Source: an optimization exercise on an open RTL-to-GDS flow (aim: small area). Production flows keep margins and buffers that such runs may drop.
Only simulation tests tie the RTL to the original design; equivalence was not proved.
No driver is modelled on the clock port, so clocking that relies on it looks cheaper here than on a real chip.

==> flow/design.v <==
module cordic_dds (clk, phase_i, sin_o, cos_o, err_o);
   input         clk;
   input  [15:0] phase_i;
   output [16:0] sin_o, cos_o, err_o;
   reg [1:0] q [0:14];
   always @(posedge clk) q[0] <= phase_i[15:14];
   genvar g;
   generate for (g = 1; g < 15; g = g + 1) begin : qp
      always @(posedge clk) q[g] <= q[g-1];
   end endgenerate
   reg [13:0] z0;
   always @(posedge clk) z0 <= phase_i[13:0];
   reg [13:0] u1; reg sd1;
   reg [12:0] u2; reg sd2;
   reg [11:0] u3; reg sd3;
   reg [10:0] u4; reg sd4;
   reg [9:0] u5; reg sd5;
   reg [8:0] u6; reg sd6;
   reg [7:0] u7; reg sd7;
   reg [6:0] u8; reg sd8;
   reg [5:0] u9; reg sd9;
   reg [4:0] u10; reg sd10;
   reg [3:0] u11; reg sd11;
   reg [2:0] u12; reg sd12;
   reg [2:0] u13; reg sd13;
   reg [1:0] u14; reg sd14;
   wire [14:0] v0 = {1'b0, z0} - 15'd8189;
   always @(posedge clk) begin u1 <= v0[13:0] ^ {14{v0[14]}}; sd1 <= v0[14] ^ q[0][0]; end
   wire [14:0] v1 = {1'd0, u1} - 15'd4834;
   always @(posedge clk) begin u2 <= v1[12:0] ^ {13{v1[14]}}; sd2 <= sd1 ^ v1[14]; end
   wire [13:0] v2 = {1'd0, u2} - 14'd2554;
   always @(posedge clk) begin u3 <= v2[11:0] ^ {12{v2[13]}}; sd3 <= sd2 ^ v2[13]; end
   wire [12:0] v3 = {1'd0, u3} - 13'd1296;
   always @(posedge clk) begin u4 <= v3[10:0] ^ {11{v3[12]}}; sd4 <= sd3 ^ v3[12]; end
   wire [11:0] v4 = {1'd0, u4} - 12'd650;
   always @(posedge clk) begin u5 <= v4[9:0] ^ {10{v4[11]}}; sd5 <= sd4 ^ v4[11]; end
   wire [10:0] v5 = {1'd0, u5} - 11'd325;
   always @(posedge clk) begin u6 <= v5[8:0] ^ {9{v5[10]}}; sd6 <= sd5 ^ v5[10]; end
   wire [9:0] v6 = {1'd0, u6} - 10'd162;
   always @(posedge clk) begin u7 <= v6[7:0] ^ {8{v6[9]}}; sd7 <= sd6 ^ v6[9]; end
   wire [8:0] v7 = {1'd0, u7} - 9'd81;
   always @(posedge clk) begin u8 <= v7[6:0] ^ {7{v7[8]}}; sd8 <= sd7 ^ v7[8]; end
   wire [7:0] v8 = {1'd0, u8} - 8'd40;
   always @(posedge clk) begin u9 <= v8[5:0] ^ {6{v8[7]}}; sd9 <= sd8 ^ v8[7]; end
   wire [6:0] v9 = {1'd0, u9} - 7'd20;
   always @(posedge clk) begin u10 <= v9[4:0] ^ {5{v9[6]}}; sd10 <= sd9 ^ v9[6]; end
   wire [5:0] v10 = {1'd0, u10} - 6'd10;
   always @(posedge clk) begin u11 <= v10[3:0] ^ {4{v10[5]}}; sd11 <= sd10 ^ v10[5]; end
   wire [4:0] v11 = {1'd0, u11} - 5'd5;
   always @(posedge clk) begin u12 <= v11[2:0] ^ {3{v11[4]}}; sd12 <= sd11 ^ v11[4]; end
   wire [3:0] v12 = {1'd0, u12} - 4'd2;
   always @(posedge clk) begin u13 <= v12[2:0] ^ {3{v12[3]}}; sd13 <= sd12 ^ v12[3]; end
   wire [3:0] v13 = {1'd0, u13} - 4'd1;
   always @(posedge clk) begin u14 <= v13[1:0] ^ {2{v13[3]}}; sd14 <= sd13 ^ v13[3]; end
   wire zsg = sd14 ^ q[14][0];
   wire [2:0] z14 = {zsg, u14 ^ {2{zsg}}};
   assign err_o = {{14{z14[2]}}, z14};
   reg d1_2; always @(posedge clk) d1_2 <= sd1;
   reg d1_3; always @(posedge clk) d1_3 <= d1_2;
   reg d1_4; always @(posedge clk) d1_4 <= d1_3;
   reg d1_5; always @(posedge clk) d1_5 <= d1_4;
   reg d1_6; always @(posedge clk) d1_6 <= d1_5;
   reg d1_7; always @(posedge clk) d1_7 <= d1_6;
   reg d1_8; always @(posedge clk) d1_8 <= d1_7;
   reg d1_9; always @(posedge clk) d1_9 <= d1_8;
   reg d1_10; always @(posedge clk) d1_10 <= d1_9;
   reg d1_11; always @(posedge clk) d1_11 <= d1_10;
   reg d2_3; always @(posedge clk) d2_3 <= sd2;
   reg d2_4; always @(posedge clk) d2_4 <= d2_3;
   reg d2_5; always @(posedge clk) d2_5 <= d2_4;
   reg d2_6; always @(posedge clk) d2_6 <= d2_5;
   reg d2_7; always @(posedge clk) d2_7 <= d2_6;
   reg d2_8; always @(posedge clk) d2_8 <= d2_7;
   reg d2_9; always @(posedge clk) d2_9 <= d2_8;
   reg d2_10; always @(posedge clk) d2_10 <= d2_9;
   reg d2_11; always @(posedge clk) d2_11 <= d2_10;
   reg d3_4; always @(posedge clk) d3_4 <= sd3;
   reg d3_5; always @(posedge clk) d3_5 <= d3_4;
   reg d3_6; always @(posedge clk) d3_6 <= d3_5;
   reg d3_7; always @(posedge clk) d3_7 <= d3_6;
   reg d3_8; always @(posedge clk) d3_8 <= d3_7;
   reg d3_9; always @(posedge clk) d3_9 <= d3_8;
   reg d3_10; always @(posedge clk) d3_10 <= d3_9;
   reg d3_11; always @(posedge clk) d3_11 <= d3_10;
   reg d4_5; always @(posedge clk) d4_5 <= sd4;
   reg d4_6; always @(posedge clk) d4_6 <= d4_5;
   reg d4_7; always @(posedge clk) d4_7 <= d4_6;
   reg d4_8; always @(posedge clk) d4_8 <= d4_7;
   reg d4_9; always @(posedge clk) d4_9 <= d4_8;
   reg d4_10; always @(posedge clk) d4_10 <= d4_9;
   reg d4_11; always @(posedge clk) d4_11 <= d4_10;
   reg d5_6; always @(posedge clk) d5_6 <= sd5;
   reg d5_7; always @(posedge clk) d5_7 <= d5_6;
   reg d5_8; always @(posedge clk) d5_8 <= d5_7;
   reg d5_9; always @(posedge clk) d5_9 <= d5_8;
   reg d5_10; always @(posedge clk) d5_10 <= d5_9;
   reg d5_11; always @(posedge clk) d5_11 <= d5_10;
   reg d6_7; always @(posedge clk) d6_7 <= sd6;
   reg d6_8; always @(posedge clk) d6_8 <= d6_7;
   reg d6_9; always @(posedge clk) d6_9 <= d6_8;
   reg d6_10; always @(posedge clk) d6_10 <= d6_9;
   reg d6_11; always @(posedge clk) d6_11 <= d6_10;
   reg d7_8; always @(posedge clk) d7_8 <= sd7;
   reg d7_9; always @(posedge clk) d7_9 <= d7_8;
   reg d7_10; always @(posedge clk) d7_10 <= d7_9;
   reg d7_11; always @(posedge clk) d7_11 <= d7_10;
   reg d8_9; always @(posedge clk) d8_9 <= sd8;
   reg d8_10; always @(posedge clk) d8_10 <= d8_9;
   reg d8_11; always @(posedge clk) d8_11 <= d8_10;
   reg d8_12; always @(posedge clk) d8_12 <= d8_11;
   reg d9_10; always @(posedge clk) d9_10 <= sd9;
   reg d9_11; always @(posedge clk) d9_11 <= d9_10;
   reg d9_12; always @(posedge clk) d9_12 <= d9_11;
   reg d10_11; always @(posedge clk) d10_11 <= sd10;
   reg d10_12; always @(posedge clk) d10_12 <= d10_11;
   reg d10_13; always @(posedge clk) d10_13 <= d10_12;
   reg d11_12; always @(posedge clk) d11_12 <= sd11;
   reg d11_13; always @(posedge clk) d11_13 <= d11_12;
   reg d12_13; always @(posedge clk) d12_13 <= sd12;
   reg d12_14; always @(posedge clk) d12_14 <= d12_13;
   reg d13_14; always @(posedge clk) d13_14 <= sd13;
   wire [6:0] tsel = {d7_11, d6_11, d5_11, d4_11, d3_11, d2_11, d1_11};
   wire hf = tsel[0];
   wire [5:0] hsel = tsel[6:1] ^ {6{hf}};
   wire [15:0] hx, hy;
   wire [63:0] hx_t0 = 64'b0110000111101101101011100010110001100001111011011010111000101100;
   assign hx[0] = hx_t0[hsel];
   wire [63:0] hx_t1 = 64'b1000100010010010110110000110101011010111001010010100100000010000;
   assign hx[1] = hx_t1[hsel];
   wire [63:0] hx_t2 = 64'b0011101110111101000100101100010010010001100000101110001101000000;
   assign hx[2] = hx_t2[hsel];
   wire [63:0] hx_t3 = 64'b1110110100000010110011101111111000100001100101111101000011010011;
   assign hx[3] = hx_t3[hsel];
   wire [63:0] hx_t4 = 64'b0000010010001101110000111110010000100010110011010000110110100000;
   assign hx[4] = hx_t4[hsel];
   wire [63:0] hx_t5 = 64'b0011001101011101110111110111110011110101010101110001011100110010;
   assign hx[5] = hx_t5[hsel];
   wire [63:0] hx_t6 = 64'b0011101111011001000100011111001000011001111110011111001110010110;
   assign hx[6] = hx_t6[hsel];
   wire [63:0] hx_t7 = 64'b1011111110010111101111011001011000010101000111110011010101111110;
   assign hx[7] = hx_t7[hsel];
   wire [63:0] hx_t8 = 64'b0010001000100000100010001010100110001000101000000000000000101001;
   assign hx[8] = hx_t8[hsel];
   wire [63:0] hx_t9 = 64'b0010000010001010000000101000101011111101011101010111010111110101;
   assign hx[9] = hx_t9[hsel];
   wire [63:0] hx_t10 = 64'b1000001010100010010111010101110101011111110101110010100000101000;
   assign hx[10] = hx_t10[hsel];
   wire [63:0] hx_t11 = 64'b1101010100101010100010000111011110001000011111111010100001010111;
   assign hx[11] = hx_t11[hsel];
   wire [63:0] hx_t12 = 64'b1000111110100101100001111111000010000111111100001010011111110000;
   assign hx[12] = hx_t12[hsel];
   wire [63:0] hx_t13 = 64'b0100001101100011010000110011001101000011001100110110001100110011;
   assign hx[13] = hx_t13[hsel];
   wire [63:0] hx_t14 = 64'b1010100110001001101010011001100110101001100110011000100110011001;
   assign hx[14] = hx_t14[hsel];
   wire [63:0] hx_t15 = 64'b0000000100000001000000010001000100000001000100010000000100010001;
   assign hx[15] = hx_t15[hsel];
   wire [63:0] hy_t0 = 64'b1110110010100100010001101100110111101100101001000100011011001101;
   assign hy[0] = hy_t0[hsel];
   wire [63:0] hy_t1 = 64'b1101101101100100111000001101010001001100011110111101110110100010;
   assign hy[1] = hy_t1[hsel];
   wire [63:0] hy_t2 = 64'b1010010101001111101010010111000011000011000101000111111011110010;
   assign hy[2] = hy_t2[hsel];
   wire [63:0] hy_t3 = 64'b1010011110001011001110100010010011100111000100011110111010101100;
   assign hy[3] = hy_t3[hsel];
   wire [63:0] hy_t4 = 64'b0111011001001011000011101011010110010100011100110001011111101000;
   assign hy[4] = hy_t4[hsel];
   wire [63:0] hy_t5 = 64'b1011000000000110000110101001101001000111101101101001101011111000;
   assign hy[5] = hy_t5[hsel];
   wire [63:0] hy_t6 = 64'b1010100101000100110101000111110010010110111110110101101110011011;
   assign hy[6] = hy_t6[hsel];
   wire [63:0] hy_t7 = 64'b0101010101100100011110111101001110111111000100111011110010010100;
   assign hy[7] = hy_t7[hsel];
   wire [63:0] hy_t8 = 64'b0101110101000011100110110001010010110101101111100111000111111110;
   assign hy[8] = hy_t8[hsel];
   wire [63:0] hy_t9 = 64'b0001100111000111111101010011110101010001100101110111111100111101;
   assign hy[9] = hy_t9[hsel];
   wire [63:0] hy_t10 = 64'b0011011110000111001111110101010100111111110101111011111101010101;
   assign hy[10] = hy_t10[hsel];
   wire [63:0] hy_t11 = 64'b1111010111001101111101010101111111110101110111011111010101011111;
   assign hy[11] = hy_t11[hsel];
   wire [63:0] hy_t12 = 64'b1101011111100111110101110111011111010111111101111101011101110111;
   assign hy[12] = hy_t12[hsel];
   wire [63:0] hy_t13 = 64'b0111111101101111011111111111111101111111011111110111111111111111;
   assign hy[13] = hy_t13[hsel];
   wire [63:0] hy_t14 = 64'b1111111111101111111111111111111111111111111111111111111111111111;
   assign hy[14] = hy_t14[hsel];
   wire [63:0] hy_t15 = 64'b0000000000010000000000000000000000000000000000000000000000000000;
   assign hy[15] = hy_t15[hsel];
   wire [15:0] tx = hf ? hy : hx;
   wire [15:0] ty = hf ? hx : hy;
   reg [15:0] xr12, yr12;
   always @(posedge clk) begin xr12 <= tx; yr12 <= ty; end
   wire cN = q[14][1] ^ q[14][0];
   wire sN = q[14][1];
   wire [16:0] X8 = {1'b0, xr12};
   wire [16:0] Y8 = {1'b0, yr12};
   wire dg8 = d8_12;
   wire [8:0] g8_wy0 = Y8[16:8], g8_wx0 = X8[16:8];
   wire [10:0] g8_xl1_c = {{2'b00, X8[7:0]}, 1'b1} + {{{1{g8_wy0[8]}}, g8_wy0} ^ {10{~dg8}}, ~dg8};
   wire [9:0] g8_xl1 = g8_xl1_c[10:1];
   wire [10:0] g8_yl1_c = {{2'b00, Y8[7:0]}, 1'b1} + {{{1{g8_wx0[8]}}, g8_wx0} ^ {10{dg8}}, dg8};
   wire [9:0] g8_yl1 = g8_yl1_c[10:1];
   wire [8:0] g8_xh1_h = X8[16:8];
   wire [1:0] g8_xh1_c = g8_xl1[9:8];
   wire g8_xh1_i = g8_xh1_c[0] & ~g8_xh1_c[1], g8_xh1_d = g8_xh1_c[1];
   wire [8:0] g8_xh1_p1, g8_xh1_p0;
   assign g8_xh1_p1[0] = 1'b1; assign g8_xh1_p0[0] = 1'b1;
   assign g8_xh1_p1[1] = g8_xh1_p1[0] & g8_xh1_h[0]; assign g8_xh1_p0[1] = g8_xh1_p0[0] & ~g8_xh1_h[0];
   assign g8_xh1_p1[2] = g8_xh1_p1[1] & g8_xh1_h[1]; assign g8_xh1_p0[2] = g8_xh1_p0[1] & ~g8_xh1_h[1];
   assign g8_xh1_p1[3] = g8_xh1_p1[2] & g8_xh1_h[2]; assign g8_xh1_p0[3] = g8_xh1_p0[2] & ~g8_xh1_h[2];
   assign g8_xh1_p1[4] = g8_xh1_p1[3] & g8_xh1_h[3]; assign g8_xh1_p0[4] = g8_xh1_p0[3] & ~g8_xh1_h[3];
   assign g8_xh1_p1[5] = g8_xh1_p1[4] & g8_xh1_h[4]; assign g8_xh1_p0[5] = g8_xh1_p0[4] & ~g8_xh1_h[4];
   assign g8_xh1_p1[6] = g8_xh1_p1[5] & g8_xh1_h[5]; assign g8_xh1_p0[6] = g8_xh1_p0[5] & ~g8_xh1_h[5];
   assign g8_xh1_p1[7] = g8_xh1_p1[6] & g8_xh1_h[6]; assign g8_xh1_p0[7] = g8_xh1_p0[6] & ~g8_xh1_h[6];
   assign g8_xh1_p1[8] = g8_xh1_p1[7] & g8_xh1_h[7]; assign g8_xh1_p0[8] = g8_xh1_p0[7] & ~g8_xh1_h[7];
   wire [8:0] g8_xh1 = g8_xh1_h ^ (({9{g8_xh1_i}} & g8_xh1_p1) | ({9{g8_xh1_d}} & g8_xh1_p0));
   wire [8:0] g8_yh1_h = Y8[16:8];
   wire [1:0] g8_yh1_c = g8_yl1[9:8];
   wire g8_yh1_i = g8_yh1_c[0] & ~g8_yh1_c[1], g8_yh1_d = g8_yh1_c[1];
   wire [8:0] g8_yh1_p1, g8_yh1_p0;
   assign g8_yh1_p1[0] = 1'b1; assign g8_yh1_p0[0] = 1'b1;
   assign g8_yh1_p1[1] = g8_yh1_p1[0] & g8_yh1_h[0]; assign g8_yh1_p0[1] = g8_yh1_p0[0] & ~g8_yh1_h[0];
   assign g8_yh1_p1[2] = g8_yh1_p1[1] & g8_yh1_h[1]; assign g8_yh1_p0[2] = g8_yh1_p0[1] & ~g8_yh1_h[1];
   assign g8_yh1_p1[3] = g8_yh1_p1[2] & g8_yh1_h[2]; assign g8_yh1_p0[3] = g8_yh1_p0[2] & ~g8_yh1_h[2];
   assign g8_yh1_p1[4] = g8_yh1_p1[3] & g8_yh1_h[3]; assign g8_yh1_p0[4] = g8_yh1_p0[3] & ~g8_yh1_h[3];
   assign g8_yh1_p1[5] = g8_yh1_p1[4] & g8_yh1_h[4]; assign g8_yh1_p0[5] = g8_yh1_p0[4] & ~g8_yh1_h[4];
   assign g8_yh1_p1[6] = g8_yh1_p1[5] & g8_yh1_h[5]; assign g8_yh1_p0[6] = g8_yh1_p0[5] & ~g8_yh1_h[5];
   assign g8_yh1_p1[7] = g8_yh1_p1[6] & g8_yh1_h[6]; assign g8_yh1_p0[7] = g8_yh1_p0[6] & ~g8_yh1_h[6];
   assign g8_yh1_p1[8] = g8_yh1_p1[7] & g8_yh1_h[7]; assign g8_yh1_p0[8] = g8_yh1_p0[7] & ~g8_yh1_h[7];
   wire [8:0] g8_yh1 = g8_yh1_h ^ (({9{g8_yh1_i}} & g8_yh1_p1) | ({9{g8_yh1_d}} & g8_yh1_p0));
   wire [16:0] g8_x1 = {g8_xh1, g8_xl1[7:0]}, g8_y1 = {g8_yh1, g8_yl1[7:0]};
   wire dg9 = d9_12;
   wire [7:0] g8_wy1 = g8_y1[16:9], g8_wx1 = g8_x1[16:9];
   wire [10:0] g8_xl2_c = {g8_xl1, 1'b1} + {{{2{g8_wy1[7]}}, g8_wy1} ^ {10{~dg9}}, ~dg9};
   wire [9:0] g8_xl2 = g8_xl2_c[10:1];
   wire [10:0] g8_yl2_c = {g8_yl1, 1'b1} + {{{2{g8_wx1[7]}}, g8_wx1} ^ {10{dg9}}, dg9};
   wire [9:0] g8_yl2 = g8_yl2_c[10:1];
   wire [8:0] g8_xh2_h = X8[16:8];
   wire [1:0] g8_xh2_c = g8_xl2[9:8];
   wire g8_xh2_i = g8_xh2_c[0] & ~g8_xh2_c[1], g8_xh2_d = g8_xh2_c[1];
   wire [8:0] g8_xh2_p1, g8_xh2_p0;
   assign g8_xh2_p1[0] = 1'b1; assign g8_xh2_p0[0] = 1'b1;
   assign g8_xh2_p1[1] = g8_xh2_p1[0] & g8_xh2_h[0]; assign g8_xh2_p0[1] = g8_xh2_p0[0] & ~g8_xh2_h[0];
   assign g8_xh2_p1[2] = g8_xh2_p1[1] & g8_xh2_h[1]; assign g8_xh2_p0[2] = g8_xh2_p0[1] & ~g8_xh2_h[1];
   assign g8_xh2_p1[3] = g8_xh2_p1[2] & g8_xh2_h[2]; assign g8_xh2_p0[3] = g8_xh2_p0[2] & ~g8_xh2_h[2];
   assign g8_xh2_p1[4] = g8_xh2_p1[3] & g8_xh2_h[3]; assign g8_xh2_p0[4] = g8_xh2_p0[3] & ~g8_xh2_h[3];
   assign g8_xh2_p1[5] = g8_xh2_p1[4] & g8_xh2_h[4]; assign g8_xh2_p0[5] = g8_xh2_p0[4] & ~g8_xh2_h[4];
   assign g8_xh2_p1[6] = g8_xh2_p1[5] & g8_xh2_h[5]; assign g8_xh2_p0[6] = g8_xh2_p0[5] & ~g8_xh2_h[5];
   assign g8_xh2_p1[7] = g8_xh2_p1[6] & g8_xh2_h[6]; assign g8_xh2_p0[7] = g8_xh2_p0[6] & ~g8_xh2_h[6];
   assign g8_xh2_p1[8] = g8_xh2_p1[7] & g8_xh2_h[7]; assign g8_xh2_p0[8] = g8_xh2_p0[7] & ~g8_xh2_h[7];
   wire [8:0] g8_xh2 = g8_xh2_h ^ (({9{g8_xh2_i}} & g8_xh2_p1) | ({9{g8_xh2_d}} & g8_xh2_p0));
   wire [8:0] g8_yh2_h = Y8[16:8];
   wire [1:0] g8_yh2_c = g8_yl2[9:8];
   wire g8_yh2_i = g8_yh2_c[0] & ~g8_yh2_c[1], g8_yh2_d = g8_yh2_c[1];
   wire [8:0] g8_yh2_p1, g8_yh2_p0;
   assign g8_yh2_p1[0] = 1'b1; assign g8_yh2_p0[0] = 1'b1;
   assign g8_yh2_p1[1] = g8_yh2_p1[0] & g8_yh2_h[0]; assign g8_yh2_p0[1] = g8_yh2_p0[0] & ~g8_yh2_h[0];
   assign g8_yh2_p1[2] = g8_yh2_p1[1] & g8_yh2_h[1]; assign g8_yh2_p0[2] = g8_yh2_p0[1] & ~g8_yh2_h[1];
   assign g8_yh2_p1[3] = g8_yh2_p1[2] & g8_yh2_h[2]; assign g8_yh2_p0[3] = g8_yh2_p0[2] & ~g8_yh2_h[2];
   assign g8_yh2_p1[4] = g8_yh2_p1[3] & g8_yh2_h[3]; assign g8_yh2_p0[4] = g8_yh2_p0[3] & ~g8_yh2_h[3];
   assign g8_yh2_p1[5] = g8_yh2_p1[4] & g8_yh2_h[4]; assign g8_yh2_p0[5] = g8_yh2_p0[4] & ~g8_yh2_h[4];
   assign g8_yh2_p1[6] = g8_yh2_p1[5] & g8_yh2_h[5]; assign g8_yh2_p0[6] = g8_yh2_p0[5] & ~g8_yh2_h[5];
   assign g8_yh2_p1[7] = g8_yh2_p1[6] & g8_yh2_h[6]; assign g8_yh2_p0[7] = g8_yh2_p0[6] & ~g8_yh2_h[6];
   assign g8_yh2_p1[8] = g8_yh2_p1[7] & g8_yh2_h[7]; assign g8_yh2_p0[8] = g8_yh2_p0[7] & ~g8_yh2_h[7];
   wire [8:0] g8_yh2 = g8_yh2_h ^ (({9{g8_yh2_i}} & g8_yh2_p1) | ({9{g8_yh2_d}} & g8_yh2_p0));
   wire [16:0] g8_x2 = {g8_xh2, g8_xl2[7:0]}, g8_y2 = {g8_yh2, g8_yl2[7:0]};
   reg [15:0] xr13, yr13;
   always @(posedge clk) begin xr13 <= g8_x2[15:0]; yr13 <= g8_y2[15:0]; end
   wire [16:0] X10 = {1'b0, xr13};
   wire [16:0] Y10 = {1'b0, yr13};
   wire dg10 = d10_13;
   wire [6:0] g10_wy0 = Y10[16:10], g10_wx0 = X10[16:10];
   wire [8:0] g10_xl1_c = {{2'b00, X10[5:0]}, 1'b1} + {{{1{g10_wy0[6]}}, g10_wy0} ^ {8{~dg10}}, ~dg10};
   wire [7:0] g10_xl1 = g10_xl1_c[8:1];
   wire [8:0] g10_yl1_c = {{2'b00, Y10[5:0]}, 1'b1} + {{{1{g10_wx0[6]}}, g10_wx0} ^ {8{dg10}}, dg10};
   wire [7:0] g10_yl1 = g10_yl1_c[8:1];
   wire [10:0] g10_xh1_h = X10[16:6];
   wire [1:0] g10_xh1_c = g10_xl1[7:6];
   wire g10_xh1_i = g10_xh1_c[0] & ~g10_xh1_c[1], g10_xh1_d = g10_xh1_c[1];
   wire [10:0] g10_xh1_p1, g10_xh1_p0;
   assign g10_xh1_p1[0] = 1'b1; assign g10_xh1_p0[0] = 1'b1;
   assign g10_xh1_p1[1] = g10_xh1_p1[0] & g10_xh1_h[0]; assign g10_xh1_p0[1] = g10_xh1_p0[0] & ~g10_xh1_h[0];
   assign g10_xh1_p1[2] = g10_xh1_p1[1] & g10_xh1_h[1]; assign g10_xh1_p0[2] = g10_xh1_p0[1] & ~g10_xh1_h[1];
   assign g10_xh1_p1[3] = g10_xh1_p1[2] & g10_xh1_h[2]; assign g10_xh1_p0[3] = g10_xh1_p0[2] & ~g10_xh1_h[2];
   assign g10_xh1_p1[4] = g10_xh1_p1[3] & g10_xh1_h[3]; assign g10_xh1_p0[4] = g10_xh1_p0[3] & ~g10_xh1_h[3];
   assign g10_xh1_p1[5] = g10_xh1_p1[4] & g10_xh1_h[4]; assign g10_xh1_p0[5] = g10_xh1_p0[4] & ~g10_xh1_h[4];
   assign g10_xh1_p1[6] = g10_xh1_p1[5] & g10_xh1_h[5]; assign g10_xh1_p0[6] = g10_xh1_p0[5] & ~g10_xh1_h[5];
   assign g10_xh1_p1[7] = g10_xh1_p1[6] & g10_xh1_h[6]; assign g10_xh1_p0[7] = g10_xh1_p0[6] & ~g10_xh1_h[6];
   assign g10_xh1_p1[8] = g10_xh1_p1[7] & g10_xh1_h[7]; assign g10_xh1_p0[8] = g10_xh1_p0[7] & ~g10_xh1_h[7];
   assign g10_xh1_p1[9] = g10_xh1_p1[8] & g10_xh1_h[8]; assign g10_xh1_p0[9] = g10_xh1_p0[8] & ~g10_xh1_h[8];
   assign g10_xh1_p1[10] = g10_xh1_p1[9] & g10_xh1_h[9]; assign g10_xh1_p0[10] = g10_xh1_p0[9] & ~g10_xh1_h[9];
   wire [10:0] g10_xh1 = g10_xh1_h ^ (({11{g10_xh1_i}} & g10_xh1_p1) | ({11{g10_xh1_d}} & g10_xh1_p0));
   wire [10:0] g10_yh1_h = Y10[16:6];
   wire [1:0] g10_yh1_c = g10_yl1[7:6];
   wire g10_yh1_i = g10_yh1_c[0] & ~g10_yh1_c[1], g10_yh1_d = g10_yh1_c[1];
   wire [10:0] g10_yh1_p1, g10_yh1_p0;
   assign g10_yh1_p1[0] = 1'b1; assign g10_yh1_p0[0] = 1'b1;
   assign g10_yh1_p1[1] = g10_yh1_p1[0] & g10_yh1_h[0]; assign g10_yh1_p0[1] = g10_yh1_p0[0] & ~g10_yh1_h[0];
   assign g10_yh1_p1[2] = g10_yh1_p1[1] & g10_yh1_h[1]; assign g10_yh1_p0[2] = g10_yh1_p0[1] & ~g10_yh1_h[1];
   assign g10_yh1_p1[3] = g10_yh1_p1[2] & g10_yh1_h[2]; assign g10_yh1_p0[3] = g10_yh1_p0[2] & ~g10_yh1_h[2];
   assign g10_yh1_p1[4] = g10_yh1_p1[3] & g10_yh1_h[3]; assign g10_yh1_p0[4] = g10_yh1_p0[3] & ~g10_yh1_h[3];
   assign g10_yh1_p1[5] = g10_yh1_p1[4] & g10_yh1_h[4]; assign g10_yh1_p0[5] = g10_yh1_p0[4] & ~g10_yh1_h[4];
   assign g10_yh1_p1[6] = g10_yh1_p1[5] & g10_yh1_h[5]; assign g10_yh1_p0[6] = g10_yh1_p0[5] & ~g10_yh1_h[5];
   assign g10_yh1_p1[7] = g10_yh1_p1[6] & g10_yh1_h[6]; assign g10_yh1_p0[7] = g10_yh1_p0[6] & ~g10_yh1_h[6];
   assign g10_yh1_p1[8] = g10_yh1_p1[7] & g10_yh1_h[7]; assign g10_yh1_p0[8] = g10_yh1_p0[7] & ~g10_yh1_h[7];
   assign g10_yh1_p1[9] = g10_yh1_p1[8] & g10_yh1_h[8]; assign g10_yh1_p0[9] = g10_yh1_p0[8] & ~g10_yh1_h[8];
   assign g10_yh1_p1[10] = g10_yh1_p1[9] & g10_yh1_h[9]; assign g10_yh1_p0[10] = g10_yh1_p0[9] & ~g10_yh1_h[9];
   wire [10:0] g10_yh1 = g10_yh1_h ^ (({11{g10_yh1_i}} & g10_yh1_p1) | ({11{g10_yh1_d}} & g10_yh1_p0));
   wire [16:0] g10_x1 = {g10_xh1, g10_xl1[5:0]}, g10_y1 = {g10_yh1, g10_yl1[5:0]};
   wire dg11 = d11_13;
   wire [5:0] g10_wy1 = g10_y1[16:11], g10_wx1 = g10_x1[16:11];
   wire [8:0] g10_xl2_c = {g10_xl1, 1'b1} + {{{2{g10_wy1[5]}}, g10_wy1} ^ {8{~dg11}}, ~dg11};
   wire [7:0] g10_xl2 = g10_xl2_c[8:1];
   wire [8:0] g10_yl2_c = {g10_yl1, 1'b1} + {{{2{g10_wx1[5]}}, g10_wx1} ^ {8{dg11}}, dg11};
   wire [7:0] g10_yl2 = g10_yl2_c[8:1];
   wire [10:0] g10_xh2_h = X10[16:6];
   wire [1:0] g10_xh2_c = g10_xl2[7:6];
   wire g10_xh2_i = g10_xh2_c[0] & ~g10_xh2_c[1], g10_xh2_d = g10_xh2_c[1];
   wire [10:0] g10_xh2_p1, g10_xh2_p0;
   assign g10_xh2_p1[0] = 1'b1; assign g10_xh2_p0[0] = 1'b1;
   assign g10_xh2_p1[1] = g10_xh2_p1[0] & g10_xh2_h[0]; assign g10_xh2_p0[1] = g10_xh2_p0[0] & ~g10_xh2_h[0];
   assign g10_xh2_p1[2] = g10_xh2_p1[1] & g10_xh2_h[1]; assign g10_xh2_p0[2] = g10_xh2_p0[1] & ~g10_xh2_h[1];
   assign g10_xh2_p1[3] = g10_xh2_p1[2] & g10_xh2_h[2]; assign g10_xh2_p0[3] = g10_xh2_p0[2] & ~g10_xh2_h[2];
   assign g10_xh2_p1[4] = g10_xh2_p1[3] & g10_xh2_h[3]; assign g10_xh2_p0[4] = g10_xh2_p0[3] & ~g10_xh2_h[3];
   assign g10_xh2_p1[5] = g10_xh2_p1[4] & g10_xh2_h[4]; assign g10_xh2_p0[5] = g10_xh2_p0[4] & ~g10_xh2_h[4];
   assign g10_xh2_p1[6] = g10_xh2_p1[5] & g10_xh2_h[5]; assign g10_xh2_p0[6] = g10_xh2_p0[5] & ~g10_xh2_h[5];
   assign g10_xh2_p1[7] = g10_xh2_p1[6] & g10_xh2_h[6]; assign g10_xh2_p0[7] = g10_xh2_p0[6] & ~g10_xh2_h[6];
   assign g10_xh2_p1[8] = g10_xh2_p1[7] & g10_xh2_h[7]; assign g10_xh2_p0[8] = g10_xh2_p0[7] & ~g10_xh2_h[7];
   assign g10_xh2_p1[9] = g10_xh2_p1[8] & g10_xh2_h[8]; assign g10_xh2_p0[9] = g10_xh2_p0[8] & ~g10_xh2_h[8];
   assign g10_xh2_p1[10] = g10_xh2_p1[9] & g10_xh2_h[9]; assign g10_xh2_p0[10] = g10_xh2_p0[9] & ~g10_xh2_h[9];
   wire [10:0] g10_xh2 = g10_xh2_h ^ (({11{g10_xh2_i}} & g10_xh2_p1) | ({11{g10_xh2_d}} & g10_xh2_p0));
   wire [10:0] g10_yh2_h = Y10[16:6];
   wire [1:0] g10_yh2_c = g10_yl2[7:6];
   wire g10_yh2_i = g10_yh2_c[0] & ~g10_yh2_c[1], g10_yh2_d = g10_yh2_c[1];
   wire [10:0] g10_yh2_p1, g10_yh2_p0;
   assign g10_yh2_p1[0] = 1'b1; assign g10_yh2_p0[0] = 1'b1;
   assign g10_yh2_p1[1] = g10_yh2_p1[0] & g10_yh2_h[0]; assign g10_yh2_p0[1] = g10_yh2_p0[0] & ~g10_yh2_h[0];
   assign g10_yh2_p1[2] = g10_yh2_p1[1] & g10_yh2_h[1]; assign g10_yh2_p0[2] = g10_yh2_p0[1] & ~g10_yh2_h[1];
   assign g10_yh2_p1[3] = g10_yh2_p1[2] & g10_yh2_h[2]; assign g10_yh2_p0[3] = g10_yh2_p0[2] & ~g10_yh2_h[2];
   assign g10_yh2_p1[4] = g10_yh2_p1[3] & g10_yh2_h[3]; assign g10_yh2_p0[4] = g10_yh2_p0[3] & ~g10_yh2_h[3];
   assign g10_yh2_p1[5] = g10_yh2_p1[4] & g10_yh2_h[4]; assign g10_yh2_p0[5] = g10_yh2_p0[4] & ~g10_yh2_h[4];
   assign g10_yh2_p1[6] = g10_yh2_p1[5] & g10_yh2_h[5]; assign g10_yh2_p0[6] = g10_yh2_p0[5] & ~g10_yh2_h[5];
   assign g10_yh2_p1[7] = g10_yh2_p1[6] & g10_yh2_h[6]; assign g10_yh2_p0[7] = g10_yh2_p0[6] & ~g10_yh2_h[6];
   assign g10_yh2_p1[8] = g10_yh2_p1[7] & g10_yh2_h[7]; assign g10_yh2_p0[8] = g10_yh2_p0[7] & ~g10_yh2_h[7];
   assign g10_yh2_p1[9] = g10_yh2_p1[8] & g10_yh2_h[8]; assign g10_yh2_p0[9] = g10_yh2_p0[8] & ~g10_yh2_h[8];
   assign g10_yh2_p1[10] = g10_yh2_p1[9] & g10_yh2_h[9]; assign g10_yh2_p0[10] = g10_yh2_p0[9] & ~g10_yh2_h[9];
   wire [10:0] g10_yh2 = g10_yh2_h ^ (({11{g10_yh2_i}} & g10_yh2_p1) | ({11{g10_yh2_d}} & g10_yh2_p0));
   wire [16:0] g10_x2 = {g10_xh2, g10_xl2[5:0]}, g10_y2 = {g10_yh2, g10_yl2[5:0]};
   reg [15:0] xr14, yr14;
   always @(posedge clk) begin xr14 <= g10_x2[15:0]; yr14 <= g10_y2[15:0]; end
   wire [16:0] X12 = {(xr14[15] & xr14[14]), xr14};
   wire [16:0] Y12 = {(yr14[15] & yr14[14]), yr14};
   wire dg12 = d12_14;
   wire [4:0] g12_wy0 = Y12[16:12], g12_wx0 = X12[16:12];
   wire [6:0] g12_xl1_c = {{2'b00, X12[3:0]}, 1'b1} + {{{1{g12_wy0[4]}}, g12_wy0} ^ {6{~dg12}}, ~dg12};
   wire [5:0] g12_xl1 = g12_xl1_c[6:1];
   wire [6:0] g12_yl1_c = {{2'b00, Y12[3:0]}, 1'b1} + {{{1{g12_wx0[4]}}, g12_wx0} ^ {6{dg12}}, dg12};
   wire [5:0] g12_yl1 = g12_yl1_c[6:1];
   wire [12:0] g12_xh1_h = X12[16:4];
   wire [1:0] g12_xh1_c = g12_xl1[5:4];
   wire g12_xh1_i = g12_xh1_c[0] & ~g12_xh1_c[1], g12_xh1_d = g12_xh1_c[1];
   wire [12:0] g12_xh1_p1, g12_xh1_p0;
   assign g12_xh1_p1[0] = 1'b1; assign g12_xh1_p0[0] = 1'b1;
   assign g12_xh1_p1[1] = g12_xh1_p1[0] & g12_xh1_h[0]; assign g12_xh1_p0[1] = g12_xh1_p0[0] & ~g12_xh1_h[0];
   assign g12_xh1_p1[2] = g12_xh1_p1[1] & g12_xh1_h[1]; assign g12_xh1_p0[2] = g12_xh1_p0[1] & ~g12_xh1_h[1];
   assign g12_xh1_p1[3] = g12_xh1_p1[2] & g12_xh1_h[2]; assign g12_xh1_p0[3] = g12_xh1_p0[2] & ~g12_xh1_h[2];
   assign g12_xh1_p1[4] = g12_xh1_p1[3] & g12_xh1_h[3]; assign g12_xh1_p0[4] = g12_xh1_p0[3] & ~g12_xh1_h[3];
   assign g12_xh1_p1[5] = g12_xh1_p1[4] & g12_xh1_h[4]; assign g12_xh1_p0[5] = g12_xh1_p0[4] & ~g12_xh1_h[4];
   assign g12_xh1_p1[6] = g12_xh1_p1[5] & g12_xh1_h[5]; assign g12_xh1_p0[6] = g12_xh1_p0[5] & ~g12_xh1_h[5];
   assign g12_xh1_p1[7] = g12_xh1_p1[6] & g12_xh1_h[6]; assign g12_xh1_p0[7] = g12_xh1_p0[6] & ~g12_xh1_h[6];
   assign g12_xh1_p1[8] = g12_xh1_p1[7] & g12_xh1_h[7]; assign g12_xh1_p0[8] = g12_xh1_p0[7] & ~g12_xh1_h[7];
   assign g12_xh1_p1[9] = g12_xh1_p1[8] & g12_xh1_h[8]; assign g12_xh1_p0[9] = g12_xh1_p0[8] & ~g12_xh1_h[8];
   assign g12_xh1_p1[10] = g12_xh1_p1[9] & g12_xh1_h[9]; assign g12_xh1_p0[10] = g12_xh1_p0[9] & ~g12_xh1_h[9];
   assign g12_xh1_p1[11] = g12_xh1_p1[10] & g12_xh1_h[10]; assign g12_xh1_p0[11] = g12_xh1_p0[10] & ~g12_xh1_h[10];
   assign g12_xh1_p1[12] = g12_xh1_p1[11] & g12_xh1_h[11]; assign g12_xh1_p0[12] = g12_xh1_p0[11] & ~g12_xh1_h[11];
   wire [12:0] g12_xh1 = g12_xh1_h ^ (({13{g12_xh1_i}} & g12_xh1_p1) | ({13{g12_xh1_d}} & g12_xh1_p0));
   wire [12:0] g12_yh1_h = Y12[16:4];
   wire [1:0] g12_yh1_c = g12_yl1[5:4];
   wire g12_yh1_i = g12_yh1_c[0] & ~g12_yh1_c[1], g12_yh1_d = g12_yh1_c[1];
   wire [12:0] g12_yh1_p1, g12_yh1_p0;
   assign g12_yh1_p1[0] = 1'b1; assign g12_yh1_p0[0] = 1'b1;
   assign g12_yh1_p1[1] = g12_yh1_p1[0] & g12_yh1_h[0]; assign g12_yh1_p0[1] = g12_yh1_p0[0] & ~g12_yh1_h[0];
   assign g12_yh1_p1[2] = g12_yh1_p1[1] & g12_yh1_h[1]; assign g12_yh1_p0[2] = g12_yh1_p0[1] & ~g12_yh1_h[1];
   assign g12_yh1_p1[3] = g12_yh1_p1[2] & g12_yh1_h[2]; assign g12_yh1_p0[3] = g12_yh1_p0[2] & ~g12_yh1_h[2];
   assign g12_yh1_p1[4] = g12_yh1_p1[3] & g12_yh1_h[3]; assign g12_yh1_p0[4] = g12_yh1_p0[3] & ~g12_yh1_h[3];
   assign g12_yh1_p1[5] = g12_yh1_p1[4] & g12_yh1_h[4]; assign g12_yh1_p0[5] = g12_yh1_p0[4] & ~g12_yh1_h[4];
   assign g12_yh1_p1[6] = g12_yh1_p1[5] & g12_yh1_h[5]; assign g12_yh1_p0[6] = g12_yh1_p0[5] & ~g12_yh1_h[5];
   assign g12_yh1_p1[7] = g12_yh1_p1[6] & g12_yh1_h[6]; assign g12_yh1_p0[7] = g12_yh1_p0[6] & ~g12_yh1_h[6];
   assign g12_yh1_p1[8] = g12_yh1_p1[7] & g12_yh1_h[7]; assign g12_yh1_p0[8] = g12_yh1_p0[7] & ~g12_yh1_h[7];
   assign g12_yh1_p1[9] = g12_yh1_p1[8] & g12_yh1_h[8]; assign g12_yh1_p0[9] = g12_yh1_p0[8] & ~g12_yh1_h[8];
   assign g12_yh1_p1[10] = g12_yh1_p1[9] & g12_yh1_h[9]; assign g12_yh1_p0[10] = g12_yh1_p0[9] & ~g12_yh1_h[9];
   assign g12_yh1_p1[11] = g12_yh1_p1[10] & g12_yh1_h[10]; assign g12_yh1_p0[11] = g12_yh1_p0[10] & ~g12_yh1_h[10];
   assign g12_yh1_p1[12] = g12_yh1_p1[11] & g12_yh1_h[11]; assign g12_yh1_p0[12] = g12_yh1_p0[11] & ~g12_yh1_h[11];
   wire [12:0] g12_yh1 = g12_yh1_h ^ (({13{g12_yh1_i}} & g12_yh1_p1) | ({13{g12_yh1_d}} & g12_yh1_p0));
   wire [16:0] g12_x1 = {g12_xh1, g12_xl1[3:0]}, g12_y1 = {g12_yh1, g12_yl1[3:0]};
   wire dg13 = d13_14;
   wire [3:0] g12_wy1 = g12_y1[16:13], g12_wx1 = g12_x1[16:13];
   wire [5:0] g12_xm = g12_xl1 - {5'd0, cN};
   wire [5:0] g12_ym = g12_yl1 - {5'd0, sN};
   wire [6:0] g12_xl2_c = {g12_xm, 1'b1} + {{{2{g12_wy1[3]}}, g12_wy1} ^ {6{~dg13}}, ~dg13};
   wire [5:0] g12_xl2 = g12_xl2_c[6:1];
   wire [6:0] g12_yl2_c = {g12_ym, 1'b1} + {{{2{g12_wx1[3]}}, g12_wx1} ^ {6{dg13}}, dg13};
   wire [5:0] g12_yl2 = g12_yl2_c[6:1];
   wire [12:0] g12_xh2_h = X12[16:4];
   wire [1:0] g12_xh2_c = g12_xl2[5:4];
   wire g12_xh2_i = g12_xh2_c[0] & ~g12_xh2_c[1], g12_xh2_d = g12_xh2_c[1];
   wire [12:0] g12_xh2_p1, g12_xh2_p0;
   assign g12_xh2_p1[0] = 1'b1; assign g12_xh2_p0[0] = 1'b1;
   assign g12_xh2_p1[1] = g12_xh2_p1[0] & g12_xh2_h[0]; assign g12_xh2_p0[1] = g12_xh2_p0[0] & ~g12_xh2_h[0];
   assign g12_xh2_p1[2] = g12_xh2_p1[1] & g12_xh2_h[1]; assign g12_xh2_p0[2] = g12_xh2_p0[1] & ~g12_xh2_h[1];
   assign g12_xh2_p1[3] = g12_xh2_p1[2] & g12_xh2_h[2]; assign g12_xh2_p0[3] = g12_xh2_p0[2] & ~g12_xh2_h[2];
   assign g12_xh2_p1[4] = g12_xh2_p1[3] & g12_xh2_h[3]; assign g12_xh2_p0[4] = g12_xh2_p0[3] & ~g12_xh2_h[3];
   assign g12_xh2_p1[5] = g12_xh2_p1[4] & g12_xh2_h[4]; assign g12_xh2_p0[5] = g12_xh2_p0[4] & ~g12_xh2_h[4];
   assign g12_xh2_p1[6] = g12_xh2_p1[5] & g12_xh2_h[5]; assign g12_xh2_p0[6] = g12_xh2_p0[5] & ~g12_xh2_h[5];
   assign g12_xh2_p1[7] = g12_xh2_p1[6] & g12_xh2_h[6]; assign g12_xh2_p0[7] = g12_xh2_p0[6] & ~g12_xh2_h[6];
   assign g12_xh2_p1[8] = g12_xh2_p1[7] & g12_xh2_h[7]; assign g12_xh2_p0[8] = g12_xh2_p0[7] & ~g12_xh2_h[7];
   assign g12_xh2_p1[9] = g12_xh2_p1[8] & g12_xh2_h[8]; assign g12_xh2_p0[9] = g12_xh2_p0[8] & ~g12_xh2_h[8];
   assign g12_xh2_p1[10] = g12_xh2_p1[9] & g12_xh2_h[9]; assign g12_xh2_p0[10] = g12_xh2_p0[9] & ~g12_xh2_h[9];
   assign g12_xh2_p1[11] = g12_xh2_p1[10] & g12_xh2_h[10]; assign g12_xh2_p0[11] = g12_xh2_p0[10] & ~g12_xh2_h[10];
   assign g12_xh2_p1[12] = g12_xh2_p1[11] & g12_xh2_h[11]; assign g12_xh2_p0[12] = g12_xh2_p0[11] & ~g12_xh2_h[11];
   wire [12:0] g12_xh2 = g12_xh2_h ^ (({13{g12_xh2_i}} & g12_xh2_p1) | ({13{g12_xh2_d}} & g12_xh2_p0));
   wire [12:0] g12_yh2_h = Y12[16:4];
   wire [1:0] g12_yh2_c = g12_yl2[5:4];
   wire g12_yh2_i = g12_yh2_c[0] & ~g12_yh2_c[1], g12_yh2_d = g12_yh2_c[1];
   wire [12:0] g12_yh2_p1, g12_yh2_p0;
   assign g12_yh2_p1[0] = 1'b1; assign g12_yh2_p0[0] = 1'b1;
   assign g12_yh2_p1[1] = g12_yh2_p1[0] & g12_yh2_h[0]; assign g12_yh2_p0[1] = g12_yh2_p0[0] & ~g12_yh2_h[0];
   assign g12_yh2_p1[2] = g12_yh2_p1[1] & g12_yh2_h[1]; assign g12_yh2_p0[2] = g12_yh2_p0[1] & ~g12_yh2_h[1];
   assign g12_yh2_p1[3] = g12_yh2_p1[2] & g12_yh2_h[2]; assign g12_yh2_p0[3] = g12_yh2_p0[2] & ~g12_yh2_h[2];
   assign g12_yh2_p1[4] = g12_yh2_p1[3] & g12_yh2_h[3]; assign g12_yh2_p0[4] = g12_yh2_p0[3] & ~g12_yh2_h[3];
   assign g12_yh2_p1[5] = g12_yh2_p1[4] & g12_yh2_h[4]; assign g12_yh2_p0[5] = g12_yh2_p0[4] & ~g12_yh2_h[4];
   assign g12_yh2_p1[6] = g12_yh2_p1[5] & g12_yh2_h[5]; assign g12_yh2_p0[6] = g12_yh2_p0[5] & ~g12_yh2_h[5];
   assign g12_yh2_p1[7] = g12_yh2_p1[6] & g12_yh2_h[6]; assign g12_yh2_p0[7] = g12_yh2_p0[6] & ~g12_yh2_h[6];
   assign g12_yh2_p1[8] = g12_yh2_p1[7] & g12_yh2_h[7]; assign g12_yh2_p0[8] = g12_yh2_p0[7] & ~g12_yh2_h[7];
   assign g12_yh2_p1[9] = g12_yh2_p1[8] & g12_yh2_h[8]; assign g12_yh2_p0[9] = g12_yh2_p0[8] & ~g12_yh2_h[8];
   assign g12_yh2_p1[10] = g12_yh2_p1[9] & g12_yh2_h[9]; assign g12_yh2_p0[10] = g12_yh2_p0[9] & ~g12_yh2_h[9];
   assign g12_yh2_p1[11] = g12_yh2_p1[10] & g12_yh2_h[10]; assign g12_yh2_p0[11] = g12_yh2_p0[10] & ~g12_yh2_h[10];
   assign g12_yh2_p1[12] = g12_yh2_p1[11] & g12_yh2_h[11]; assign g12_yh2_p0[12] = g12_yh2_p0[11] & ~g12_yh2_h[11];
   wire [12:0] g12_yh2 = g12_yh2_h ^ (({13{g12_yh2_i}} & g12_yh2_p1) | ({13{g12_yh2_d}} & g12_yh2_p0));
   wire [16:0] g12_x2 = {g12_xh2, g12_xl2[3:0]}, g12_y2 = {g12_yh2, g12_yl2[3:0]};
   reg [16:0] cos_r, sin_r;
   always @(posedge clk) begin
      cos_r <= {17{cN}} ^ g12_x2;
      sin_r <= {17{sN}} ^ g12_y2;
   end
   assign cos_o = cos_r;
   assign sin_o = sin_r;
endmodule
==> flow/flow/run.sh <==
#!/bin/bash
# Own layout flow: the standard flow (standard synthesis unchanged), with
#  - the port buffers made from sky130_fd_sc_hd__buf_1 cells,
#  - clock tree options passed to clock_tree_synthesis,
#  - power recovery (cell down-sizing on paths with slack) after global routing.
# Each make run writes its full output to a log of its own in the work folder;
# ORFS's per-step logs are under orfs/logs/.
set -euo pipefail
cd "$(dirname "$0")/.."
source flow/knobs.sh
bash standard.sh finish \
  "BUFFER_PORTS_ARGS=$PORT_BUF_ARGS" \
  "CTS_ARGS=$CTS_ARGS" \
  "RECOVER_POWER=$RECOVER" > flow_standard.log 2>&1
==> flow/flow/knobs.sh <==
PORT_BUF_ARGS="-buffer_cell sky130_fd_sc_hd__buf_1"
CTS_ARGS="-sink_clustering_enable -repair_clock_nets -dont_use_dummy_load -buf_list sky130_fd_sc_hd__clkbuf_8 -root_buf sky130_fd_sc_hd__clkbuf_16 -sink_clustering_size 15 -sink_clustering_max_diameter 60"
RECOVER=0
==> flow/standard.sh <==
#!/bin/bash
# synth_recipe.tcl (not shown) runs the flow's synth.tcl, then flattens the netlist and writes it again
# the make line also repeats each setting of config.mk as NAME=value (left out here)
make -C /OpenROAD-flow-scripts/flow DESIGN_CONFIG=/design/flow/config.mk WORK_HOME=/design/flow/orfs CLKGATE_MAP_FILE= SYNTH_SCRIPT=/design/flow/synth_recipe.tcl "${@:-finish}"
==> flow/config.mk <==
export PLATFORM = sky130hd
export DESIGN_NAME = cordic_dds
export DESIGN_NICKNAME = cordic_dds
export VERILOG_FILES = /design/flow/design.v
export SDC_FILE = /design/flow/constraint.sdc
export NUM_CORES = 4
export LEC_CHECK = 0
export ABC_AREA = 1
export ABC_CLOCK_PERIOD_IN_PS = 5000
export CAP_MARGIN = 20
export CORE_MARGIN = 2
export CORE_UTILIZATION = 40
export SLEW_MARGIN = 20
==> flow/constraint.sdc <==
create_clock -name core_clock -period 5.0 [get_ports {clk}]
set_input_delay 1.0000 -clock core_clock [delete_from_list [all_inputs] [get_ports {clk}]]
set_output_delay 1.0000 -clock core_clock [all_outputs]
set_load 0.01 [all_outputs]
==> results.toml, run 1 <==
[placement]
port_buffers = 67
place_hpwl_um = 40500
place_ws_ns = 0.406
gp_congestion = 0.951

[cts]
cts_tree = "yes"
ctsResizeCount = 0
cts_buffers = 36
clkLatencyLatePin_ns = 0.53
clkTransAtPathRegs_ns = 0.09
post-cts-setup-buffer-count = 0
hold_buffers = 0
cts.sinks = 359

[timing]
fin_tns_setup_ns = 0
slew_viol_final = 0
min_period_ns = 4.54
finalHoldViolCount = 0
slew_headroom_pct = 35.2
clock_skew_ns = 0.0691
period_share_pct = 90.8
finalSetupViolations = 0
setup_slack_ns = 0.459
rsz0062_at_grt = "no"
worst_pin_slew_ns = 0.968
fmax_mhz = 220

[routing]
drc = 0
firstDrtPassIters = 8
via_per_inst = 5.02
first_iter_violations = 1254
num_vias = 17870
antenna_left = 0
wl_per_cell_um = 14.5
drt-total-wl_um = 51700

[worst_setup_path]
critPathCaptureType = "flip-flop"
cp_max_fo = 9
crit_path_start_kind = "flip-flop"
slowest_stage = "dfxtp_1"
required_ns = 5.39
crit_type = "reg2reg"
cp_cell_sequence = "xnor2_1 -> ha_1 -> a21oi_1 -> o22ai_1 -> a21oi_1 -> nand3_2 -> inv_1 -> nand2_1 -> o22ai_1 -> xor2_1 -> inv_1 -> ha_1 -> a21o_1 -> nand3_1 -> o211a_1 -> o21ai_0 -> a21oi_1 -> nor2_1 -> nor2_1 -> xor2_1 -> buf_4 -> nand3_1 -> nand3_1 -> nand2_1"
r2r_end = "yr13[13]$_DFF_P_"
r2r_start = "yr12[14]$_DFF_P_"
rrSetupSlack_ns = 0.46
worstPathArrival_ns = 4.93
reg2regPathDepth = 24
slowest_delay_ns = 0.53

[final_layout]
n_antenna_cell = 0
multi_input_area_mm2 = 0.0119
regArea_mm2 = 0.00719
nets = 3004
drive_gt1_share_pct = 6.25
fill_cells = 5223
area_growth_pct = 7.52

[global_routing]
grt.total_usage_pct = 19.1
grt_pass1_wl_um = 83900
antenna_found_initial = 0
overflow = 0
grt_max_degree = 42
first_global_vias = 17019

[yosys]
yosys.cell_types.count = 62
post_synth_instance_area_mm2 = 0.0209
syn_area_per_cell_um2 = 7.41
syn_inst = 2814
synthArstFlopShare_pct = 0
syn_nets = 2937
yosys_warnings = 2
synth-edff-count = 0
synth-seq-cells = 359
synth_flop_cell = "dfxtp_1"
yosysSeqAreaShare_pct = 34.5

[die]
dieHeight_um = 232
std_cell_rows = 83
die_x_um = 232
dieArea_mm2 = 0.0540
start_util_pct = 40.6
coreArea_mm2 = 0.0514
io_pins = 68

[hold_path]
hold_path_end = "d1_9$_DFF_P_"
hold_start = "d1_8$_DFF_P_"
hold_class = "reg2reg"
whs_path_depth = 0

[run_status]
status = "complete, no violations"

[flow_run]
maxCapViolCount = 0
## final cells by class
cell class	instances	share of cell area (%)
Clock buffer	36	2.46
Multi-Input combinational cell	2018	53.1
Tap cell	680	3.79
Sequential cell	359	32.1
Inverter	357	5.98
Timing Repair Buffer	109	2.58
## registers in the layout, summed over array words and instances (netlist names), 7 cells and up
name   count
yr12      16
q         30
u1        14
u4        11
u2        13
xr12      16
yr14      16
u3        12
u8         7
cos_r     17
xr14      16
u5        10
u7         8
z0        14
u6         9
xr13      16
yr13      16
sin_r     17
## cells by family (layout without fill, tap and decap cells)
logic type / Yosys count / after routing / synth area share [%]
AND/OR/NAND/NOR: 1203 / 1203 / 25.7
flip-flops: 359 / 359 / 34.5
adder cells (fa/ha/maj): 106 / 106 / 6.36
buffers and inverters: 437 / 502 / 8.41
XOR/XNOR: 356 / 356 / 15.0
AO/OA/AOI/OAI: 353 / 353 / 10.0
## cell usage after synthesis, types with 4 or more instances
master    number  area (µm²)
nand2_1      683        2560
dfxtp_1      359        7190
inv_1        342        1280
xor2_1       209        1830
nand3_1      178         891
nor2_1       173         649
xnor2_1      146        1280
o21ai_0      123         616
a21oi_1      106         531
ha_1         106        1330
nand4_1       41         257
clkbuf_1      32         120
nand2_2       21         131
nand3b_1      21         158
nor3_1        21         105
buf_4         20         150
o211ai_1      17         128
o22ai_1       14        87.6
buf_1         12        45.0
buf_2         12        60.1
inv_2         12        45.0
nor2_2        12        75.1
or2_2         12        75.1
nand3_2       11         110
o221ai_1      11        96.3
a21o_1        10        75.1
a31oi_1        9        56.3
nand2_4        8        90.1
a211oi_1       7        52.6
a22oi_1        7        52.6
nor3_2         6        60.1
o31ai_1        6        45.0
a221oi_1       5        43.8
o21ai_1        5        25.0
o21ai_2        4        35.0
o21bai_1       4        30.0
## critical path: cells and delay by family, from the launching register on
kind	cells	cell delay [ns]
AOI/OAI and AO/OA	8	1.33
and+or+nand+nor	8	0.90
adders and majority gates	2	0.65
DFF	1	0.53
buffers and inverters	3	0.50
xor gates and xnor gates	3	0.49
## layout by cell type, fill, tap and decap left out, types with 11 or more instances in the layout
master    Yosys  layout
nand2_1     683     683
dfxtp_1     359     358
inv_1       342     342
xor2_1      209     209
nand3_1     178     178
nor2_1      173     173
xnor2_1     146     146
o21ai_0     123     123
a21oi_1     106     106
ha_1        106     106
buf_1        12      67
nand4_1      41      41
buf_4        20      41
clkbuf_8      0      31
nand2_2      21      21
nor3_1       21      21
nand3b_1     21      21
o211ai_1     17      17
o22ai_1      14      14
inv_2        12      12
nor2_2       12      12
or2_2        12      12
nand3_2      11      11
o221ai_1     11      11
## how the worst max path moves through the flow
stage | from | endpoint | slack [ns] | cells past startpoint
after floorplan | d8_12$_DFF_P_ | yr13[12]$_DFF_P_ | 0.41 | 26
after global placement | d10_13$_DFF_P_ | yr14[10]$_DFF_P_ | 0.51 | 26
after detailed placement | d10_13$_DFF_P_ | yr14[10]$_DFF_P_ | 0.41 | 26
after CTS | d10_13$_DFF_P_ | yr14[13]$_DFF_P_ | 0.38 | 26
after global routing | d10_13$_DFF_P_ | yr14[10]$_DFF_P_ | 0.10 | 27
final | yr12[14]$_DFF_P_ | yr13[13]$_DFF_P_ | 0.46 | 24
## routing by layer
layer	vias up	part of all wire [%]	global-route usage [%]
met5	-	0	0
met4	0	4.4	8.41
met3	134	4.8	2.96
met2	471	48	33.8
met1	8142	42	22.6
li1	9123	-	-
## per-stage QoR
| step | area [µm²] | std cells | hold slack (ns) | util, % |
|---|---|---|---|---|
| after floorplan | 20900 | 2814 | 0.310 | - |
| after global placement | 21900 | 3523 | 0.310 | 42.5 |
| after detailed placement | 21900 | 3523 | 0.312 | 42.5 |
| after CTS | 22400 | 3559 | 0.305 | 43.6 |
| after global routing | 22400 | 3559 | 0.307 | 43.6 |
| final | 22400 | 3559 | 0.299 | 43.6 |
==> run 2, diff against run 1 <==
==> flow/flow/knobs.sh (replaced) <==
PORT_BUF_ARGS="-buffer_cell sky130_fd_sc_hd__buf_1"
CTS_ARGS="-sink_clustering_enable -repair_clock_nets -dont_use_dummy_load -buf_list sky130_fd_sc_hd__clkbuf_16 -sink_clustering_size 25 -sink_clustering_max_diameter 120"
RECOVER=0
--- a/flow/config.mk
+++ b/flow/config.mk
@@ -9,5 +9,5 @@
 export ABC_CLOCK_PERIOD_IN_PS = 5000
-export CAP_MARGIN = 20
+export CAP_MARGIN = 5
 export CORE_MARGIN = 2
 export CORE_UTILIZATION = 40
-export SLEW_MARGIN = 20
+export SLEW_MARGIN = 5
==> run 2 against run 1 <==
Still clean on timing, DRC and antenna. Cell area shrank 0.34%. Utilization shrank 0.15 points. Sequential share of layout area grew 0.11 points. Global-route usage shrank 0.30 points. Clock-buffer cell count shrank 17. Register-to-register slack lost 0.05 ns. Via count shrank 0.58%. Non-clock buffer count is the same. Largest cell class unchanged. Highest routed layer unchanged.
==> results.toml, run 2 <==
[global_routing]
antenna_found_initial = 0
first_global_vias = 16882
grt_max_degree = 42
grt.total_usage_pct = 18.8
overflow = 0
grt_pass1_wl_um = 83400

[timing]
fin_tns_setup_ns = 0
rsz0062_at_grt = "no"
worst_pin_slew_ns = 0.986
min_period_ns = 4.59
fmax_mhz = 218
finalSetupViolations = 0
period_share_pct = 91.9
finalHoldViolCount = 0
slew_viol_final = 0
clock_skew_ns = 0.0573
slew_headroom_pct = 34.0

[routing]
num_vias = 17766
via_per_inst = 5.02
drc = 0
firstDrtPassIters = 6
antenna_left = 0
wl_per_cell_um = 14.5
drt-total-wl_um = 51300
first_iter_violations = 1217

[yosys]
synth.top_cell.area_share_pct = 34.5
synthArstFlopShare_pct = 0
synthTopCellsByArea = "dfxtp_1 34%, nand2_1 12%, xor2_1 8.8%"
synth_flop_cell = "dfxtp_1"
synth-seq-cells = 359
yosys_warnings = 2
syn_inst = 2814
yosysSeqAreaShare_pct = 34.5
yosysTopAreaCell = "dfxtp_1"
syn_nets = 2937
synth-edff-count = 0
yosysMostFrequentCell = "nand2_1"
yosys.cell_types.count = 62
post_synth_instance_area_mm2 = 0.0209
syn_area_per_cell_um2 = 7.41
synth_common_cells = "683 x nand2_1, 359 x dfxtp_1, 342 x inv_1, 209 x xor2_1, 178 x nand3_1"

[final_layout]
final_core_util_pct = 43.5
nets = 2987
largest-register = "q"
n_antenna_cell = 0
final_cell_mix = "683 x nand2_1, 358 x dfxtp_1, 342 x inv_1"
mostFrequentLayoutCell = "nand2_1"
multi_input_area_mm2 = 0.0119
largest_register_ffs = 30
area_growth_pct = 7.16
drive_gt1_share_pct = 5.70
reg_top3 = "q x30, cos_r x17, sin_r x17"
fill_cells = 5219
regArea_mm2 = 0.00719

[run_status]
status = "complete, no violations"

[die]
start_util_pct = 40.6
io_pins = 68
std_cell_rows = 83
dieArea_mm2 = 0.0540
coreArea_mm2 = 0.0514
dieHeight_um = 232
die_x_um = 232

[flow_run]
maxCapViolCount = 0

[worst_setup_path]
required_ns = 5.42
crit_type = "reg2reg"
crit_family = "compound AO/OA/AOI/OAI gates"
crit_path_start_kind = "flip-flop"
reg2regPathDepth = 25
cp.depth = 25
worstPathArrival_ns = 5.01
critPathCaptureType = "flip-flop"
slowest_stage = "dfxtp_1"
slowest_delay_ns = 0.37
cp_max_fo = 28
path_buf_inv = 4

[cts]
clkTransAtPathRegs_ns = 0.11
hold_buffers = 0
clkLatencyLatePin_ns = 0.54
cts_buffers = 19
post-cts-setup-buffer-count = 0
cts_tree = "yes"
cts.sinks = 359

[placement]
place_hpwl_um = 40500
port_buffers = 67
gp_congestion = 0.951

[hold_path]
whs_path_depth = 0
hold_class = "reg2reg"
[run 2: changes by cell type in the layout (fill, tap and decap cells not counted)]
cell / before / now
clkbuf_8: 31 / 0
clkbuf_16: 5 / 19
[run 2: area by class of cell]
class	instances	share of cell area, %
Timing Repair Buffer	109	2.59
Inverter	357	6.00
Multi-Input combinational cell	2018	53.3
Sequential cell	359	32.2
Clock buffer	19	2.13
Tap cell	680	3.81
[run 2: final timing paths]
kind,to,slack [ns],from
hold / removal,d8_11$_DFF_P_,0.29,d8_10$_DFF_P_
hold reg to reg,d8_11$_DFF_P_,0.29,d8_10$_DFF_P_
setup reg to reg,yr13[13]$_DFF_P_,0.41,d8_12$_DFF_P_
setup / recovery,yr13[13]$_DFF_P_,0.41,d8_12$_DFF_P_
[run 2: stage by stage]
step                worst slack, ns  hold slack [ns]  cell area [µm²]  std cells
floorplan                     0.409            0.310            20900       2814
global placement              0.515            0.310            21900       3523
detailed placement            0.406            0.312            21900       3523
CTS                           0.356            0.299            22300       3542
global route                 0.0575            0.302            22300       3542
finish                        0.407            0.294            22300       3542
[run 2: kinds of logic after synthesis]
group / Yosys count / share of synthesized area [%]
AND/OR/NAND/NOR: 1203 / 25.7
AO/OA/AOI/OAI: 353 / 10.0
flip-flops: 359 / 34.5
buffers and inverters: 437 / 8.41
adder cells (fa/ha/maj): 106 / 6.36
XOR/XNOR: 356 / 15.0
[run 2: per-layer routing]
layer  share of wire (%)  vias up  routed length [µm]  track usage [%]
li1                    -     9100                   -                -
met1                  43     8124               22100             22.7
met2                  49      433               25200             34.0
met3                 4.0      109                2050             2.00
met4                 3.9        0                1990             6.99
met5                   0        -                   0                0
[run 2: repair_timing]
item                                    CTS  global route
resized for setup                         0             1
endpoints found under the setup margin    0            20
hold endpoints to repair                  0             0

## separate check: timing with driven ports
The results above use ideal ports. As a check the final layouts listed here were re-extracted and re-timed, cells and wires unchanged.
Step 1 (the two cells are an assumption about what drives the block):
set clk [get_ports {clk}]
set_driving_cell -lib_cell sky130_fd_sc_hd__clkbuf_16 $clk
set_driving_cell -lib_cell sky130_fd_sc_hd__buf_2 [delete_from_list [all_inputs] $clk]
Step 2 times the ports against the registers' clock, not the clock port: input delays grow and output delays shrink by t, the midpoint of the rising clock arrivals with the driver on.
a / b / c = ideal / step 1 / step 2; a / b = the first two.
run | shift t [ns] | setup slack, ns | worst setup path at the end | worst register clock-pin slew, ns | cell pins on the clock port's net
run 1 | 0.548 | 0.459 / 0.459 / 0.459 | register to register | 0.09 / 0.09 | 1
run 2 | 0.563 | 0.407 / 0.407 / 0.407 | register to register | 0.11 / 0.11 | 1
After both steps every run listed still meets setup and hold.
